Source: an optimization exercise on an open RTL-to-GDS flow (aim: small area). Production flows keep margins and buffers that such runs may drop.
The RTL was checked by simulation tests, not by an equivalence proof against the original design.
The flow treats the clock pin as an ideal source, which a real chip does not have.
Power and IR drop assume default switching activity.

==> flow/design.v <==
module t11_cpu(
  input         clk,
  input         reset,
  output [15:0] addr,
  input  [15:0] din,
  output [15:0] dout,
  output        wr_n
);
localparam F0 = 5'd0;   
localparam F1 = 5'd1;   
localparam F2 = 5'd2;   
localparam J0 = 5'd3;   
localparam N2 = 5'd4;   
localparam B0 = 5'd5;   
localparam B1 = 5'd6;
localparam B2 = 5'd7;
localparam B3 = 5'd8;   
localparam B4 = 5'd9;
localparam B5 = 5'd10;  
localparam PS = 5'd11;  
localparam D1 = 5'd12;  
localparam PD = 5'd13;  
localparam S0 = 5'd16;
localparam T0 = 5'd20;
reg [127:0] RF;         
reg [15:0]  W1, IR, DI;
reg         Z;
reg [4:0]   st;
wire       i6 = IR[15];
wire [2:0] i5 = IR[14:12];
wire [2:0] i4 = IR[11:9];
wire [2:0] i3 = IR[8:6];
wire [2:0] i2 = IR[5:3];
wire [2:0] i1 = IR[2:0];
wire rt   = st[4];
wire dst  = st[2];
wire [1:0] step = st[1:0];
wire src  = rt & ~dst;
wire dstr = rt & dst;
wire [2:0] smode = i5 == 3'd0 ? i2 : i5 == 3'd1 ? i4 : {i5[1:0], 1'b0};
wire [2:0] mode  = dst ? i2 : smode;
wire m0   = mode == 3'd0;
wire m1   = mode == 3'd1;
wire m24  = mode == 3'd2 || mode == 3'd4;    
wire m35  = mode == 3'd3 || mode == 3'd5;    
wire mdec = mode[2];                          
wire m67  = mode[2] & mode[1];
wire s_addr_r  = (st == F0) | (rt & step == 2'd0 & ~m0 & ~m67);
wire s_addr_di = rt & step == 2'd1 & m35;
wire s_wr      = dstr & ((step == 2'd0 & (m1 | m24)) | (step == 2'd1 & m35));
wire s_w1_rd   = src & step == 2'd0 & m0;                        
wire s_w1_di   = src & ((step == 2'd1 & (m1 | m24)) | (step == 2'd2 & m35));
wire s_incdec  = rt & ((step == {~dst, dst} & m24) | (step == {1'b1, ~dst} & m35));
wire s_t0      = dstr & step == 2'd0 & m0;                       
wire last      = rt & (m0 | m67 & step == 2'd0 | s_incdec | (m1 & step == {1'b0, ~dst}));
wire use_pc = (st == F0) | (st == F2) | (st == B5);
wire [2:0] ridx = ~rt ? 3'd7 : (dst | i5 == 3'd0) ? i1 : i3;
wire sel_w1 = (st == D1) | s_t0;
wire sel_di = s_addr_di | s_w1_di;
wire sel_rf = use_pc | s_addr_r | s_w1_rd | s_incdec;
wire sel_ps = reset & (st == J0);
reg [15:0] pc_rst;
always @(*)
  case (din[15:13])
    3'd0: pc_rst = 16'hc004;
    3'd1: pc_rst = 16'h8004;
    3'd2: pc_rst = 16'h4004;
    3'd3: pc_rst = 16'h2004;
    3'd4: pc_rst = 16'h1004;
    3'd5: pc_rst = 16'h0004;
    3'd6: pc_rst = 16'hf604;
    default: pc_rst = 16'hf404;
  endcase
reg [15:0] X;
integer k;
always @(*) begin
  X = ({16{sel_w1}} & W1) | ({16{sel_di}} & DI) | ({16{sel_ps}} & pc_rst);
  for (k = 0; k < 8; k = k + 1)
    X = X | ({16{sel_rf && ridx == k}} & RF[k*16 +: 16]);
end
wire w2 = ~i6 | (i1[2:1] == 2'b11);
wire sub = (s_incdec & mdec) | (st == D1) | (st == B5) | (st == B4);
wire [4:0] K = (st == B5) ? {IR[3:0], 1'b0} :
               (st == F2 | s_incdec) ? {3'b000, w2, ~w2} :
               (st == D1 | st == B4) ? 5'd1 : 5'd0;
wire [15:0] Kx = {11'd0, K} ^ {16{sub}};
reg [15:0] ALU;
reg [16:0] c;
integer b;
always @(*) begin
  c[0] = sub;
  for (b = 0; b < 16; b = b + 1) begin
    ALU[b] = X[b] ^ Kx[b] ^ c[b];
    c[b+1] = (X[b] & Kx[b]) | (c[b] & (X[b] ^ Kx[b]));
    if (b == 8)
      c[9] = sub ? (c[5] | (|X[8:5])) : (c[5] & (&X[8:5]));
    if (b == 12)
      c[13] = sub ? (c[9] | (|X[12:9])) : (c[9] & (&X[12:9]));
  end
end
assign addr = (s_addr_r | s_addr_di) ? X : 16'd0;
assign dout = W1;
assign wr_n = ~s_wr;
wire rf_we = ~reset & ((st == F2) | (st == B5) | s_incdec | s_t0);
wire [2:0] widx = use_pc ? 3'd7 : src ? i3 : i1;
integer r;
always @(posedge clk) begin
  for (r = 0; r < 8; r = r + 1) begin
    if ((rf_we && widx == r) || (reset && r == 7)) begin
      RF[r*16 +: 8] <= ALU[7:0];
      if (!i6 || reset) RF[r*16+8 +: 8] <= ALU[15:8];
    end
  end
end
wire w1_we = ~reset & (s_w1_rd | s_w1_di | (st == D1) | (st == B1) | (st == B4));
always @(posedge clk) begin
  if (w1_we) W1[7:0] <= ALU[7:0];
  if (w1_we & ~i6) W1[15:8] <= ALU[15:8];
end
always @(posedge clk) begin
  DI <= din;
  if (reset) IR <= 16'd0;
  else if (st == F1) IR <= {i6 ? IR[15:8] : DI[15:8], DI[7:0]};
end
always @(posedge clk) begin
  if (st == D1) Z <= W1 == 16'd1;    
  else if (st == B3) Z <= IR[3:0] == 4'd0 && (~i6 || W1[14:8] == 7'd0);
end
reg [4:0] nst;
always @(*) begin
  case (st)
    F0: nst = F1;
    F1: nst = F2;
    F2: nst = i5 == 3'd0 ? (i4 == 3'd0 ? F0 : i4 == 3'd1 ? B0 : i4 == 3'd5 ? PS : J0) :
              i5 == 3'd1 ? PS :
              (i5 == 3'd4 || i5 == 3'd5 || i5 == 3'd6) ? S0 : J0;
    N2: nst = J0;
    B0: nst = Z ? N2 : B1;
    B1: nst = B2;
    B2: nst = B3;
    B3: nst = B4;
    B4: nst = B5;
    B5: nst = J0;
    PS: nst = S0;
    D1: nst = PD;
    PD: nst = T0;
    default:
      if (rt) begin
        if (m67 && step == 2'd0) nst = F0;
        else if (last) nst = dst ? (i5 == 3'd1 ? N2 : J0) :
                                   (i5 == 3'd1 ? PD : i5 == 3'd0 ? D1 : J0);
        else nst = st + 5'd1;
      end else nst = F0;    
  endcase
end
always @(posedge clk)
  if (reset) st <= J0;
  else st <= nst;
endmodule
clock: 11.0 ns
lec_check: 0
abc_area: 1
cap_margin: 20
core_margin: 2
core_utilization: 40
slew_margin: 20
standard.sh (not shown) runs the stock make flow with config.mk's settings and CLKGATE_MAP_FILE= SYNTH_SCRIPT=/design/flow/synth_recipe.tcl, a recipe that flattens the netlist after the stock synthesis.
==> flow/flow/run.sh <==
#!/bin/bash
set -e
cp standard.sh standard_sh_copy.log
rm -rf scripts_abc_area
cp -r "$FLOW_HOME/scripts" scripts_abc_area
cp flow/abc_area.script scripts_abc_area/abc_area.script
SCRIPTS_DIR="$PWD/scripts_abc_area" bash standard.sh synth > standard_synth.log 2>&1
export BUFFER_PORTS_ARGS="-buffer_cell sky130_fd_sc_hd__buf_1"
export CTS_ARGS="-sink_clustering_enable -repair_clock_nets -dont_use_dummy_load -buf_list sky130_fd_sc_hd__clkbuf_8"
bash standard.sh cts > standard_cts.log 2>&1
RES_DIR="$PWD/orfs/results/sky130hd/t11_cpu/base" openroad -no_init -exit flow/clk_leaf_resize.tcl > clk_leaf_resize.log 2>&1
bash standard.sh > standard_finish.log 2>&1
Other scripts of this flow, unchanged in this note and not shown: flow/flow/abc_area.script, flow/flow/clk_leaf_resize.tcl
Next try:
--- a/flow/design.v
+++ b/flow/design.v
@@ -117,12 +117,14 @@
   if (w1_we) W1[7:0] <= ALU[7:0];
   if (w1_we & ~i6) W1[15:8] <= ALU[15:8];
 end
 always @(posedge clk) begin
   DI <= din;
-  if (reset) IR <= 16'd0;
-  else if (st == F1) IR <= {i6 ? IR[15:8] : DI[15:8], DI[7:0]};
+  if (st == F1) IR[7:0] <= DI[7:0];
+  if (st == F1 && !i6) IR[14:8] <= DI[14:8];
+  if (reset) IR[15] <= 1'b0;
+  else if (st == F1 && !i6) IR[15] <= DI[15];
 end
 always @(posedge clk) begin
   if (st == D1) Z <= W1 == 16'd1;    
   else if (st == B3) Z <= IR[3:0] == 4'd0 && (~i6 || W1[14:8] == 7'd0);
 end
What happened: The new run went through all stages and came out clean; synthesized area falls by 0.80%; global-route usage increases by 0.74 points; maximum frequency goes up by 3.8%; via count falls by 4.0%; cell area barely changes; synthesized cell count goes down by 8.8%; total power went up by 13%; core utilization is higher by 0.94 points; combinational power rose by 27%; non-clock buffer count fell by 1; setup slack gets better by 360 ps; routed wire length increases by 1.0%.

port drivers added, routing unchanged:
How much do the figures lean on ideal ports? The routed layouts below were timed once more, with nothing changed but the port constraints. Step 1: set_driving_cell puts a clkbuf_16 on clk and a buf_2 on each other input, an assumption about the parent block. Step 2 adds t to the input delays and takes it off the output delays; t is the mean of the earliest and latest rising clock arrival at the registers after step 1. Input paths then give back, and output paths get back, about the clock's delay inside the block. Three values: ideal, step 1, step 2; two values: the first two.
run | t (ns) | setup slack, ns | worst setup path at the end | latest minus earliest clock arrival (ns) | worst data-port slew with drivers (ns)
the first run | 0.485 | 1.148 / 1.148 / 1.148 | register to register | 0.042 / 0.041 | 0.03
the second run | 0.491 | 1.505 / 1.505 / 1.505 | register to register | 0.036 / 0.035 | 0.04
After both steps every run listed still meets setup and hold.
